What follows belongs to an exercise in optimizing a design on an open flow for small area and a short achievable clock period; a production flow would make more cautious choices.
Only simulation tests tie the RTL to the original design; equivalence was not proved.
No activity file was given, so power comes from the tool's default toggle rates.

## north
Design Convolution_with_pipeline, start of the top module:
module Convolution_with_pipeline(clk, rst_n, in_valid, weight_valid, In_IFM_1, In_IFM_2, In_IFM_3, In_IFM_4, In_IFM_5, In_IFM_6, In_IFM_7, In_IFM_8, In_IFM_9, In_Weight_1, In_Weight_2, In_Weight_3, In_Weight_4, In_Weight_5, In_Weight_6, In_Weight_7, In_Weight_8, In_Weight_9, out_valid, Out_OFM);
Size: about 1700 cells after synthesis, about 310 flip-flops, ~170 I/O pins, about 21000 µm² of cells after synthesis.
==> flow/config.mk <==
export PLATFORM = sky130hd
export DESIGN_NAME = Convolution_with_pipeline
export DESIGN_NICKNAME = Convolution_with_pipeline
export VERILOG_FILES = /design/flow/design.v
export SDC_FILE = /design/flow/constraint.sdc
export NUM_CORES = 4
export LEC_CHECK = 0
export CAP_MARGIN = 20
export CORE_MARGIN = 2
export CORE_UTILIZATION = 60
export PLACE_DENSITY = 0.75
export SETUP_SLACK_MARGIN = 2.05
export SLEW_MARGIN = 20
export SYNTH_HIERARCHICAL = 1
==> flow/constraint.sdc <==
create_clock -name core_clock -period 5.0 [get_ports {clk}]
set_input_delay 1.0000 -clock core_clock [delete_from_list [all_inputs] [get_ports {clk}]]
set_output_delay 1.0000 -clock core_clock [all_outputs]
set_load 0.01 [all_outputs]
standard.sh (not shown) runs the stock make flow with config.mk's settings and CLKGATE_MAP_FILE= SYNTH_SCRIPT=/design/flow/synth_recipe.tcl, a recipe that flattens the netlist after the stock synthesis.
==> flow/flow/run.sh <==
#!/bin/bash
# The standard layout, with plain buffers on the ports instead of the
# delay cells buffer_ports picks by default. Each tool's log stays in orfs/logs;
# make's own output goes to standard.log.
set -euo pipefail
export BUFFER_PORTS_ARGS="-buffer_cell sky130_fd_sc_hd__buf_2"
export CTS_ARGS="-sink_clustering_enable -repair_clock_nets -dont_use_dummy_load -sink_clustering_size 12 -sink_clustering_max_diameter 60 -buf_list sky130_fd_sc_hd__clkbuf_8"
bash standard.sh > standard.log 2>&1
In summary, north completed successfully, with a layout that passed the timing, design-rule and antenna checks.
Modified inputs, south compared to north
# north
export LEC_CHECK = 0
export CAP_MARGIN = 20
export CORE_MARGIN = 2
export CORE_UTILIZATION = 60
export PLACE_DENSITY = 0.75
export SETUP_SLACK_MARGIN = 2.05
export SLEW_MARGIN = 20
export SYNTH_HIERARCHICAL = 1
create_clock -name core_clock -period 5.0 [get_ports {clk}]
# south
export LEC_CHECK = 0
export CAP_MARGIN = 20
export CORE_MARGIN = 2
export CORE_UTILIZATION = 65
export PLACE_DENSITY = 0.8
export SETUP_SLACK_MARGIN = 2.0
export SLEW_MARGIN = 20
export SYNTH_HIERARCHICAL = 1
create_clock -name core_clock -period 5.0 [get_ports {clk}]
Results
- Any difference in sequential share of layout area between north and south is small enough to ignore.
- Compared with north, south shows a cell count that is 1.0% lower.
- Sort north and south by global-route track usage on met1, descending, and south comes first.
- Taking north as the reference point, the core utilization of south rises by 4.5 points.
## Diff of input files: east against south
# south
export LEC_CHECK = 0
export CAP_MARGIN = 20
export CORE_MARGIN = 2
export CORE_UTILIZATION = 65
export PLACE_DENSITY = 0.8
export SETUP_SLACK_MARGIN = 2.0
export SLEW_MARGIN = 20
export SYNTH_HIERARCHICAL = 1
create_clock -name core_clock -period 5.0 [get_ports {clk}]
# east
export LEC_CHECK = 0
export CAP_MARGIN = 20
export CORE_MARGIN = 2
export CORE_UTILIZATION = 60
export PLACE_DENSITY = 0.75
export SETUP_SLACK_MARGIN = 1.9
export SLEW_MARGIN = 20
export SYNTH_HIERARCHICAL = 1
create_clock -name core_clock -period 5.0 [get_ports {clk}]
==> flow/flow/run.sh <==
#!/bin/bash
# The standard layout, with plain buffers on the ports instead of the
# delay cells buffer_ports picks by default. Each tool's log stays in orfs/logs;
# make's own output goes to standard.log.
set -euo pipefail
export BUFFER_PORTS_ARGS="-buffer_cell sky130_fd_sc_hd__buf_2"
export CTS_ARGS="-sink_clustering_enable -repair_clock_nets -dont_use_dummy_load -sink_clustering_size 20 -sink_clustering_max_diameter 100"
bash standard.sh > standard.log 2>&1
[summary]
Against south, east reports a overall power of the completed layout that is lower. Delta (east minus south): final weighted congestion of routability-driven global placement now sits lower, global-route track usage on met1 now sits lower. Re design area: east is 0.84% down on south. Violation count after the first detailed-route iteration was lower in south than in east. south → east: total wire length rose about 0.54%, clock buffer count from CTS went down 16.

==> port drivers added, routing unchanged <==
Ports are ideal in the flow. The routed layouts listed here were re-timed in OpenROAD.
Step 1 sets driving cells, clkbuf_16 on the clock port and buf_2 on the other inputs (assumed; they add their load-dependent delay and slew).
Step 2 adds t to the input delays and takes it off the output delays; t is the mean of the earliest and latest rising clock arrival at the registers after step 1. Input paths then give back, and output paths get back, about the clock's delay inside the block.
a / b / c = ideal / step 1 / step 2; a / b = the first two.
run | shift t [ns] | slack for setup (ns) | pins driven straight from the clock port
north | 0.619 | 2.066 / 1.942 / 1.323 | 1
south | 0.587 | 1.982 / 1.921 / 1.335 | 1
east | 0.571 | 1.862 / 1.762 / 1.191 | 1
After both steps every run listed still meets setup and hold. For north, which loses most, drivers alone change the setup slack by -0.124 ns; drivers and shift together by -0.743 ns.
